Background: an optimization exercise with open tools, aiming at small area. Do not read the settings as production practice. Function was checked by simulation only, so behaviour that the tests miss may differ from the original.

==> willow <==
## snn_top
module snn_top #(
parameter ACT_PER_ADDR = 1,
parameter BW_PER_ACT = 1
)
(
    input                  clk,           
    input                  srstn,         
    input                  encode_input,  
    input                  en_compute_FC1,  
    input                  en_compute_FC2,  
    output sram_wen_a,
    output sram_wen_b,
    output [20:0] sram_addr_a,
    output [9:0] sram_addr_b,
    input [ACT_PER_ADDR*BW_PER_ACT-1:0] sram_rdata_a,
    input [ACT_PER_ADDR*BW_PER_ACT-1:0] sram_rdata_b,
    output [ACT_PER_ADDR*BW_PER_ACT-1:0] sram_wdata_a,
    output [ACT_PER_ADDR*BW_PER_ACT-1:0] sram_wdata_b,
    input [17:0]                              sram_raddr_weight,  
    input [7:0]                               sram_rdata_weight,  
    output                                    en_compute_FC1_finish,
    output                                    en_compute_FC2_finish
);
==> module snn_top, before the edit <==
module snn_top #(
parameter ACT_PER_ADDR = 1,
parameter BW_PER_ACT = 1
)
(
    input                  clk,           
    input                  srstn,         
    input                  encode_input,  
    input                  en_compute_FC1,  
    input                  en_compute_FC2,  
    output sram_wen_a,
    output sram_wen_b,
    output [20:0] sram_addr_a,
    output [9:0] sram_addr_b,
    input [ACT_PER_ADDR*BW_PER_ACT-1:0] sram_rdata_a,
    input [ACT_PER_ADDR*BW_PER_ACT-1:0] sram_rdata_b,
    output [ACT_PER_ADDR*BW_PER_ACT-1:0] sram_wdata_a,
    output [ACT_PER_ADDR*BW_PER_ACT-1:0] sram_wdata_b,
    input [17:0]                              sram_raddr_weight,  
    input [7:0]                               sram_rdata_weight,  
    output                                    en_compute_FC1_finish,
    output                                    en_compute_FC2_finish
);
localparam NW = 99;             
reg  [5*NW-1:0] ring;           
wire [4:0] r_out1 = ring[5*98 +: 5];    
wire [4:0] r_out2 = ring[5*8 +: 5];     
wire       b5_out2 = ring[5*17];        
wire       b6_out2 = ring[5*17+1];      
reg        done1;               
reg        done2;
reg        fc2_go;              
reg [9:0]  i;                   
reg [11:0] z;                   
reg [8:0]  b;                   
reg [3:0]  m;                   
reg        wen_b_r;
reg        d5;                  
reg        d6;                  
reg        h;                   
reg signed [17:0] acc;
wire l2     = done1;
wire active = l2 ? (fc2_go & ~done2) : en_compute_FC1;
wire last   = active & (l2 ? (i == 10'd99) : (i == 10'd783));
wire gate = l2 ? sram_rdata_a[0] : encode_input;
wire signed [17:0] wg = gate ? {{10{sram_rdata_weight[7]}}, sram_rdata_weight} : 18'sd0;
wire signed [17:0] s = acc + wg;
wire spike = l2 ? (s >= 18'sd182) : (s >= 18'sd136);
wire low   = (s <= 18'sd1);
wire [6:0] nv = spike ? (l2 ? 7'd91 : 7'd68) : (low ? 7'd0 : s[7:1]);
wire t0n = ~srstn | (l2 ? (b <= 9'd9) : (z <= 12'd99));
wire [4:0] fb  = l2 ? r_out2 : r_out1;
wire       fb5 = l2 ? b5_out2 : h;
wire       fb6 = l2 ? b6_out2 : sram_rdata_a[0];
wire [6:0] init = t0n ? 7'd0 : {fb6, fb5, fb};
wire load = ~srstn | ~active | last;
always @(posedge clk)
    acc <= load ? {11'd0, init} : s;
wire [4:0] r0_in  = last ? nv[4:0] : fb;
wire       r9a_in = l2 ? (last ? nv[5] : b5_out2) : ring[5*8];
wire       r9b_in = l2 ? (last ? nv[6] : b6_out2) : ring[5*8+1];
wire       t34    = (z >= 12'd3401);        
always @(posedge clk)
begin
    ring <= {ring[5*NW-6:5*8+2], r9b_in, r9a_in, ring[5*8-1:0], r0_in};
    if (last)
    begin
        d5 <= (l2 | t34) ? spike : nv[5];
        d6 <= nv[6];
    end
    if (i == 10'd782)
        h <= sram_rdata_a[0];
end
always @(posedge clk)
begin
    if (!srstn)
    begin
        done1 <= 0;
        done2 <= 0;
        fc2_go <= 0;
        i <= 0;
        z <= 0;
        b <= 1;
        m <= 0;
        wen_b_r <= 1;
    end
    else
    begin
        fc2_go <= en_compute_FC2;
        i <= (active & ~last) ? i + 10'd1 : 10'd0;
        wen_b_r <= ~(last & l2);
        if (!l2)
        begin
            if (active && i == 10'd2)
            begin
                z <= z + 12'd1;
                if (z == 12'd3500)
                    done1 <= 1;
            end
        end
        else
        begin
            if (!en_compute_FC2)
                z <= 12'd1;
            else if (!done2)
                z <= z + ((i == 10'd98 && !(m[3] && m[0])) ? 12'hF9D : 12'd1);   
            if (last)
                m <= (m[3] && m[0]) ? 4'd0 : m + 4'd1;
            if (!wen_b_r)
            begin
                b <= b + 9'd1;
                if (b == 9'd350)
                    done2 <= 1;
            end
        end
    end
end
wire c0 = (i == 10'd0), c1 = (i == 10'd1), c2 = (i == 10'd2);
wire c781 = (i == 10'd781), c782 = (i == 10'd782);
wire wr_s  = c0 & (z >= 12'd100) & (z <= 12'd3499);
wire wr_b5 = c1 & (z != 12'd0);
wire wr_b6 = c2 & (z != 12'd0) & (z <= 12'd3400);
wire [11:0] aoff = done1       ? 12'd0 :
                   (c0 | c781) ? 12'hF9D :       
                   c2          ? 12'd100 :
                   c782        ? 12'd1 : 12'd0;
assign sram_wen_a   = ~(~done1 & (wr_s | wr_b5 | wr_b6));
assign sram_addr_a  = {9'd0, z + aoff};
assign sram_wdata_a = c0 ? (acc[6:0] == 7'd68) : (c1 ? d5 : d6);
assign sram_wen_b   = wen_b_r;
assign sram_addr_b  = {1'b0, b};
assign sram_wdata_b = d5;
assign en_compute_FC1_finish = done1;
assign en_compute_FC2_finish = done2;
endmodule
==> flow/config.mk <==
export PLATFORM = sky130hd
export DESIGN_NAME = snn_top
export DESIGN_NICKNAME = snn_top
export VERILOG_FILES = /design/flow/design.v
export SDC_FILE = /design/flow/constraint.sdc
export NUM_CORES = 4
export LEC_CHECK = 0
export CAP_MARGIN = 20
export CORE_MARGIN = 2
export CORE_UTILIZATION = 40
export SLEW_MARGIN = 20
==> flow/constraint.sdc <==
create_clock -name core_clock -period 14.0 [get_ports {clk}]
set_input_delay 2.8000 -clock core_clock [delete_from_list [all_inputs] [get_ports {clk}]]
set_output_delay 2.8000 -clock core_clock [all_outputs]
set_load 0.01 [all_outputs]
standard.sh (not shown) runs the stock make flow with config.mk's settings and CLKGATE_MAP_FILE= SYNTH_SCRIPT=/design/flow/synth_recipe.tcl, a recipe that flattens the netlist after the stock synthesis.
==> flow/flow/run.sh <==
#!/bin/bash
# Standard layout (the standard.sh: standard synthesis and ORFS steps) with CTS and
# port-buffer options changed:
#  - CTS: clock buffers up to clkbuf_8, sink clusters of up to 16 flip-flops within 80 um,
#    and no dummy loads on the leaf nets;
#  - port buffers: sky130_fd_sc_hd__buf_1 instead of the flow's default pick.
# All of make's output goes to flow_make.log in the work folder (ORFS's per-step logs are
# under orfs/logs/).
set -euo pipefail
export CTS_ARGS="-sink_clustering_enable -repair_clock_nets -dont_use_dummy_load -sink_clustering_size 16 -sink_clustering_max_diameter 80 -buf_list {sky130_fd_sc_hd__clkbuf_1 sky130_fd_sc_hd__clkbuf_2 sky130_fd_sc_hd__clkbuf_4 sky130_fd_sc_hd__clkbuf_8}"
export BUFFER_PORTS_ARGS="-buffer_cell sky130_fd_sc_hd__buf_1"
bash standard.sh > flow_make.log 2>&1
==> umber: changes against willow <==
==> flow/design.v (replaced) <==
module snn_top #(
parameter ACT_PER_ADDR = 1,
parameter BW_PER_ACT = 1
)
(
    input                  clk,           
    input                  srstn,         
    input                  encode_input,  
    input                  en_compute_FC1,  
    input                  en_compute_FC2,  
    output sram_wen_a,
    output sram_wen_b,
    output [20:0] sram_addr_a,
    output [9:0] sram_addr_b,
    input [ACT_PER_ADDR*BW_PER_ACT-1:0] sram_rdata_a,
    input [ACT_PER_ADDR*BW_PER_ACT-1:0] sram_rdata_b,
    output [ACT_PER_ADDR*BW_PER_ACT-1:0] sram_wdata_a,
    output [ACT_PER_ADDR*BW_PER_ACT-1:0] sram_wdata_b,
    input [17:0]                              sram_raddr_weight,  
    input [7:0]                               sram_rdata_weight,  
    output                                    en_compute_FC1_finish,
    output                                    en_compute_FC2_finish
);
localparam NW = 99;             
reg  [5*NW-1:0] ring;           
wire [4:0] r_out1 = ring[5*98 +: 5];    
wire [4:0] r_out2 = ring[5*8 +: 5];     
wire       b5_out2 = ring[5*17];        
wire       b6_out2 = ring[5*17+1];      
wire       sp_out2 = ring[5*98+3];      
reg        done1;               
reg        done2;
reg        fc2_go;              
reg [9:0]  i;                   
reg [11:0] z;                   
reg [8:0]  b;                   
reg [3:0]  m;                   
reg        wen_b_r;
reg        d5;                  
reg        d6;                  
reg        h;                   
reg signed [17:0] acc;
localparam [9:0] P0 = 10'd0, P1 = 10'd1, P99 = 10'd761,
                 P781 = 10'd424, P782 = 10'd849, P783 = 10'd675;
wire [9:0] i_nx = {i[8:0], ~(i[9] ^ i[6])};
wire c0 = (i == P0), c1 = (i == P1), c782 = (i == P782);
wire l2     = done1;
wire active = l2 ? (fc2_go & ~done2) : en_compute_FC1;
wire last   = active & (l2 ? (i == P99) : (i == P783));
wire m0     = (m == 4'd0);
wire m9     = m[3] & m[0];
wire gate = l2 ? (m0 ? sram_rdata_a[0] : sp_out2) : encode_input;
wire signed [17:0] wg = gate ? {{10{sram_rdata_weight[7]}}, sram_rdata_weight} : 18'sd0;
wire signed [17:0] s = acc + wg;
wire spike = l2 ? (s >= 18'sd182) : (s >= 18'sd136);
wire low   = (s <= 18'sd1);
wire [6:0] nv = spike ? (l2 ? 7'd91 : 7'd68) : (low ? 7'd0 : s[7:1]);
wire t0n = ~srstn | ~active | (l2 ? (b <= 9'd9) : (z <= 12'd98));
wire [4:0] fb  = l2 ? r_out2 : r_out1;
wire       fb5 = l2 ? b5_out2 : h;
wire       fb6 = l2 ? b6_out2 : sram_rdata_a[0];
wire [6:0] pv  = {fb6, fb5, fb};
wire [6:0] init = t0n ? 7'd0 : pv;
wire load = ~srstn | ~active | last;
always @(posedge clk)
    acc <= load ? {11'd0, init} : s;
wire [4:0] r0_in  = last ? nv[4:0] : fb;
wire       r9a_in = l2 ? (last ? nv[5] : b5_out2) : ring[5*8];
wire       r9b_in = l2 ? (last ? nv[6] : b6_out2) : ring[5*8+1];
wire       r9c_in = l2 ? gate : ring[5*8+2];
wire       r89_in = l2 ? ring[5*98+2] : ring[5*88+3];
wire       t34    = (z >= 12'd3400);        
always @(posedge clk)
begin
    ring <= {ring[5*NW-6:5*89-1], r89_in, ring[5*89-3:5*8+3], r9c_in, r9b_in, r9a_in, ring[5*8-1:0], r0_in};
    if (last)
        d5 <= (l2 | t34) ? spike : nv[5];
    if (!srstn)
        d6 <= 0;                
    else if (last)
        d6 <= nv[6];
    if (c782)
        h <= sram_rdata_a[0];
end
wire [11:0] aoff = (l2 | c0) ? 12'd1 :
                   c1        ? 12'd100 :
                   c782      ? 12'd2 : 12'hF9E;      
wire [11:0] addr = z + aoff;
wire adv2 = en_compute_FC2 & ~done2 & (~fc2_go | (m0 & (i != P99)) | (m9 & (i == P99)));
always @(posedge clk)
begin
    if (!srstn)
    begin
        done1 <= 0;
        done2 <= 0;
        fc2_go <= 0;
        i <= P0;
        z <= 12'hFFF;
        b <= 1;
        m <= 0;
        wen_b_r <= 1;
    end
    else
    begin
        fc2_go <= en_compute_FC2;
        i <= (active & ~last) ? i_nx : P0;
        wen_b_r <= ~(last & l2);
        if (!l2)
        begin
            if (active && c0)
            begin
                z <= addr;
                if (z == 12'd3499)
                    done1 <= 1;
            end
        end
        else
        begin
            if (!en_compute_FC2)
                z <= 12'd0;
            else if (adv2)
                z <= addr;
            if (last)
                m <= m9 ? 4'd0 : m + 4'd1;
            if (!wen_b_r)
            begin
                b <= b + 9'd1;
                if (b == 9'd350)
                    done2 <= 1;
            end
        end
    end
end
wire wr_b5 = c0 & (z != 12'hFFF);
wire wr_b6 = c1 & (z <= 12'd3400);
wire wr_s  = last & (z >= 12'd99) & (z <= 12'd3498);
assign sram_wen_a   = ~(~done1 & (wr_b5 | wr_b6 | wr_s));
assign sram_addr_a  = {9'd0, addr};
assign sram_wdata_a = c0 ? d5 : (c1 ? d6 : (pv == 7'd68));    
assign sram_wen_b   = wen_b_r;
assign sram_addr_b  = {1'b0, b};
assign sram_wdata_b = d5;
assign en_compute_FC1_finish = done1;
assign en_compute_FC2_finish = done2;
endmodule
==> flow/flow/run.sh (replaced) <==
#!/bin/bash
# The standard layout (standard.sh: ORFS synthesis and steps) with these changes:
#  - synthesis: synth_recipe.tcl as given, plus flow/abc_override.tcl, which maps the
#    combinational logic with ABC's default (area) script instead of ORFS's speed script;
#    yosys synth still runs with -nofsm -noshare, and flattening and renaming are the standard flow's;
#  - CTS: clock buffers up to clkbuf_8, sink clusters of up to 16 flip-flops within 80 um,
#    and no dummy loads on the leaf nets;
#  - port buffers: sky130_fd_sc_hd__buf_1 instead of the flow's default pick;
#  - the buffers synthesis inserts are removed at floorplan (REMOVE_ABC_BUFFERS); placement's
#    repair_design then buffers whatever still needs it.
# All of make's output goes to flow_make.log in the work folder (ORFS's per-step logs are
# under orfs/logs/).
set -euo pipefail
{ head -n 1 synth_recipe.tcl; cat flow/abc_override.tcl; tail -n +2 synth_recipe.tcl; } > my_synth.tcl
sed "s#SYNTH_SCRIPT=[^ ]*synth_recipe.tcl'\?#SYNTH_SCRIPT=$PWD/my_synth.tcl#" standard.sh > my_standard.sh
grep -q "SYNTH_SCRIPT=$PWD/my_synth.tcl" my_standard.sh
export CTS_ARGS="-sink_clustering_enable -repair_clock_nets -dont_use_dummy_load -sink_clustering_size 16 -sink_clustering_max_diameter 80 -buf_list {sky130_fd_sc_hd__clkbuf_1 sky130_fd_sc_hd__clkbuf_2 sky130_fd_sc_hd__clkbuf_4 sky130_fd_sc_hd__clkbuf_8}"
export BUFFER_PORTS_ARGS="-buffer_cell sky130_fd_sc_hd__buf_1"
export REMOVE_ABC_BUFFERS=1
bash my_standard.sh > flow_make.log 2>&1
==> flow/flow/abc_override.tcl (new file) <==
# Map the combinational logic with ABC's default script for a liberty library (area
# oriented, no delay target) in place of ORFS's speed script. Only the abc call changes:
# flip-flop mapping, register names, flattening and renaming stay as in the standard flow's synthesis.
proc abc {args} {
  set out {}
  set skip 0
  foreach a $args {
    if {$skip} { set skip 0; continue }
    if {$a eq "-script" || $a eq "-D" || $a eq "-constr"} { set skip 1; continue }
    lappend out $a
  }
  yosys abc {*}$out
}
--- a/flow/config.mk
+++ b/flow/config.mk
@@ -7,5 +7,6 @@
 export LEC_CHECK = 0
 export CAP_MARGIN = 20
 export CORE_MARGIN = 2
-export CORE_UTILIZATION = 40
+export CORE_UTILIZATION = 80
+export PLACE_DENSITY = 0.9
 export SLEW_MARGIN = 20
==> tundra: changes against willow <==
==> flow/design.v (replaced) <==
module snn_top #(
parameter ACT_PER_ADDR = 1,
parameter BW_PER_ACT = 1
)
(
    input                  clk,           
    input                  srstn,         
    input                  encode_input,  
    input                  en_compute_FC1,  
    input                  en_compute_FC2,  
    output sram_wen_a,
    output sram_wen_b,
    output [20:0] sram_addr_a,
    output [9:0] sram_addr_b,
    input [ACT_PER_ADDR*BW_PER_ACT-1:0] sram_rdata_a,
    input [ACT_PER_ADDR*BW_PER_ACT-1:0] sram_rdata_b,
    output [ACT_PER_ADDR*BW_PER_ACT-1:0] sram_wdata_a,
    output [ACT_PER_ADDR*BW_PER_ACT-1:0] sram_wdata_b,
    input [17:0]                              sram_raddr_weight,  
    input [7:0]                               sram_rdata_weight,  
    output                                    en_compute_FC1_finish,
    output                                    en_compute_FC2_finish
);
localparam NW = 99;             
reg  [5*NW-1:0] ring;           
wire [4:0] r_out1 = ring[5*98 +: 5];    
wire [4:0] r_out2 = ring[5*8 +: 5];     
wire       b5_out2 = ring[5*17];        
wire       b6_out2 = ring[5*17+1];      
wire       sp_out2 = ring[5*98+3];      
reg        done1;               
reg        done2;
reg        fc2_go;              
reg [9:0]  i;                   
reg [11:0] z;                   
reg [8:0]  b;                   
reg [3:0]  m;                   
reg        wen_b_r;
reg        d5;                  
reg        d6;                  
reg        h;                   
reg signed [17:0] acc;
localparam [9:0] P0 = 10'd0, P1 = 10'd1, P99 = 10'd761,
                 P781 = 10'd424, P782 = 10'd849, P783 = 10'd675;
wire [9:0] i_nx = {i[8:0], ~(i[9] ^ i[6])};
wire c0 = (i == P0), c1 = (i == P1), c782 = (i == P782);
wire l2     = done1;
wire active = l2 ? (fc2_go & ~done2) : en_compute_FC1;
wire last   = active & (l2 ? (i == P99) : (i == P783));
wire m0     = (m == 4'd0);
wire m9     = m[3] & m[0];
wire gate = l2 ? (m0 ? sram_rdata_a[0] : sp_out2) : encode_input;
wire signed [17:0] wg = gate ? {{10{sram_rdata_weight[7]}}, sram_rdata_weight} : 18'sd0;
wire signed [17:0] s = acc + wg;
wire spike = l2 ? (s >= 18'sd182) : (s >= 18'sd136);
wire low   = (s <= 18'sd1);
wire [6:0] nv = spike ? (l2 ? 7'd91 : 7'd68) : (low ? 7'd0 : s[7:1]);
wire t0n = ~srstn | ~active | (l2 ? (b <= 9'd9) : (z <= 12'd98));
wire [4:0] fb  = l2 ? r_out2 : r_out1;
wire       fb5 = l2 ? b5_out2 : h;
wire       fb6 = l2 ? b6_out2 : sram_rdata_a[0];
wire [6:0] pv  = {fb6, fb5, fb};
wire [6:0] init = t0n ? 7'd0 : pv;
wire load = ~srstn | ~active | last;
always @(posedge clk)
    acc <= load ? {11'd0, init} : s;
wire [4:0] r0_in  = last ? nv[4:0] : fb;
wire       r9a_in = l2 ? (last ? nv[5] : b5_out2) : ring[5*8];
wire       r9b_in = l2 ? (last ? nv[6] : b6_out2) : ring[5*8+1];
wire       r9c_in = l2 ? gate : ring[5*8+2];
wire       r89_in = l2 ? ring[5*98+2] : ring[5*88+3];
wire       t34    = (z >= 12'd3400);        
always @(posedge clk)
begin
    ring <= {ring[5*NW-6:5*89-1], r89_in, ring[5*89-3:5*8+3], r9c_in, r9b_in, r9a_in, ring[5*8-1:0], r0_in};
    if (last)
    begin
        d5 <= (l2 | t34) ? spike : nv[5];
        d6 <= nv[6];
    end
    if (c782)
        h <= sram_rdata_a[0];
end
wire [11:0] aoff = (l2 | c0) ? 12'd1 :
                   c1        ? 12'd100 :
                   c782      ? 12'd2 : 12'hF9E;      
wire [11:0] addr = z + aoff;
wire adv2 = en_compute_FC2 & ~done2 & (~fc2_go | (m0 & (i != P99)) | (m9 & (i == P99)));
always @(posedge clk)
begin
    if (!srstn)
    begin
        done1 <= 0;
        done2 <= 0;
        fc2_go <= 0;
        i <= P0;
        z <= 12'hFFF;
        b <= 1;
        m <= 0;
        wen_b_r <= 1;
    end
    else
    begin
        fc2_go <= en_compute_FC2;
        i <= (active & ~last) ? i_nx : P0;
        wen_b_r <= ~(last & l2);
        if (!l2)
        begin
            if (active && c0)
            begin
                z <= addr;
                if (z == 12'd3499)
                    done1 <= 1;
            end
        end
        else
        begin
            if (!en_compute_FC2)
                z <= 12'd0;
            else if (adv2)
                z <= addr;
            if (last)
                m <= m9 ? 4'd0 : m + 4'd1;
            if (!wen_b_r)
            begin
                b <= b + 9'd1;
                if (b == 9'd350)
                    done2 <= 1;
            end
        end
    end
end
wire wr_b5 = c0 & (z != 12'hFFF);
wire wr_b6 = c1 & (z <= 12'd3400);
wire wr_s  = last & (z >= 12'd99) & (z <= 12'd3498);
assign sram_wen_a   = ~(~done1 & (wr_b5 | wr_b6 | wr_s));
assign sram_addr_a  = {9'd0, addr};
assign sram_wdata_a = c0 ? d5 : (c1 ? d6 : (pv == 7'd68));    
assign sram_wen_b   = wen_b_r;
assign sram_addr_b  = {1'b0, b};
assign sram_wdata_b = d5;
assign en_compute_FC1_finish = done1;
assign en_compute_FC2_finish = done2;
endmodule
==> flow/flow/run.sh (replaced) <==
#!/bin/bash
# Standard layout (the standard.sh: standard synthesis and ORFS steps) with these
# options changed:
#  - CTS: clock buffers up to clkbuf_8, sink clusters of up to 16 flip-flops within 80 um,
#    and no dummy loads on the leaf nets;
#  - port buffers: sky130_fd_sc_hd__buf_1 instead of the flow's default pick;
#  - the buffers ABC inserts are removed at floorplan (REMOVE_ABC_BUFFERS);
#  - after global routing, cells on paths with slack are downsized (RECOVER_POWER).
# All of make's output goes to flow_make.log in the work folder (ORFS's per-step logs are
# under orfs/logs/).
set -euo pipefail
export CTS_ARGS="-sink_clustering_enable -repair_clock_nets -dont_use_dummy_load -sink_clustering_size 16 -sink_clustering_max_diameter 80 -buf_list {sky130_fd_sc_hd__clkbuf_1 sky130_fd_sc_hd__clkbuf_2 sky130_fd_sc_hd__clkbuf_4 sky130_fd_sc_hd__clkbuf_8}"
export BUFFER_PORTS_ARGS="-buffer_cell sky130_fd_sc_hd__buf_1"
export REMOVE_ABC_BUFFERS=1
export RECOVER_POWER=100
bash standard.sh > flow_make.log 2>&1
--- a/flow/config.mk
+++ b/flow/config.mk
@@ -7,5 +7,6 @@
 export LEC_CHECK = 0
 export CAP_MARGIN = 20
 export CORE_MARGIN = 2
-export CORE_UTILIZATION = 40
+export CORE_UTILIZATION = 65
+export PLACE_DENSITY = 0.8
 export SLEW_MARGIN = 20
==> metrics.md <==
| Metric | Value |
|---|---|
| Grt met1 use | 0.2598 |
| Post-Layout Cell Count | about 1400 |
| Max cap viols | 1 |
| Final Slew Violations | 30 |
| Pint | roughly 1900 µW |
| Grt met2 use | 0.2445 |
| Ant. Diodes | 0 |
| Cell row count | between 50 and 60 |
| Layout Check Fails | max-capacitance violations, max-slew violations |
| Post-synth top cells | dfxtp_1, nor2_1, nand2_1, a21oi_1, ha_1 |
| Status | failed layout checks |
| Routed WL per cell | between 10 and 15 µm |
That was tundra.
==> metrics.md <==
| Metric | Value |
|---|---|
| Cell row count | 70 |
| Grt met2 use | 0.1673 |
| Post-Layout Cell Count | 1654 |
| Final Slew Violations | 0 |
| Max cap viols | 0 |
| Status | no timing/DRC/antenna violations |
That was willow.
==> metrics.md <==
| Metric | Value |
|---|---|
| Stop stage | detailed placement |
| Cell row count | between 40 and 50 |
| First Err | [ERROR DPL-0033] detailed placement checks failed during check placement. |
| Largest family of logic cells by synthesized area | simple AND/OR/NAND/NOR gates |
| Status | did not finish |
| Ys Warns | 1 |
| Commonest register cell after synthesis | dfxtp_1 |
That was umber.

## what the ideal ports hide
The flow's constraints put no driver on any port. The routed layouts listed below were extracted and timed again, unchanged, in two steps.
Step 1: set_driving_cell puts a clkbuf_16 on clk and a buf_2 on each other input, an assumption about the parent block.
Step 2 moves the port delays by t, midway between the first and last clock arrival at a register: inputs arrive t later, outputs are due t later. That takes back most of the time a late clock gives input paths.
Three values: ideal ports, drivers, drivers and shift; two values: the first two.
run | shift t [ns] | setup slack, ns | worst register clock-pin slew, ns | worst slew at a driven data input, ns
willow | 0.579 | 6.873 / 6.829 / 7.230 | 0.11 / 0.11 | 0.03
tundra | 0.569 | 6.471 / 6.488 / 5.919 | 0.10 / 0.10 | 0.04
The setup slack of tundra, which loses most, moves by +0.017 ns with the drivers and by -0.552 ns with both steps.
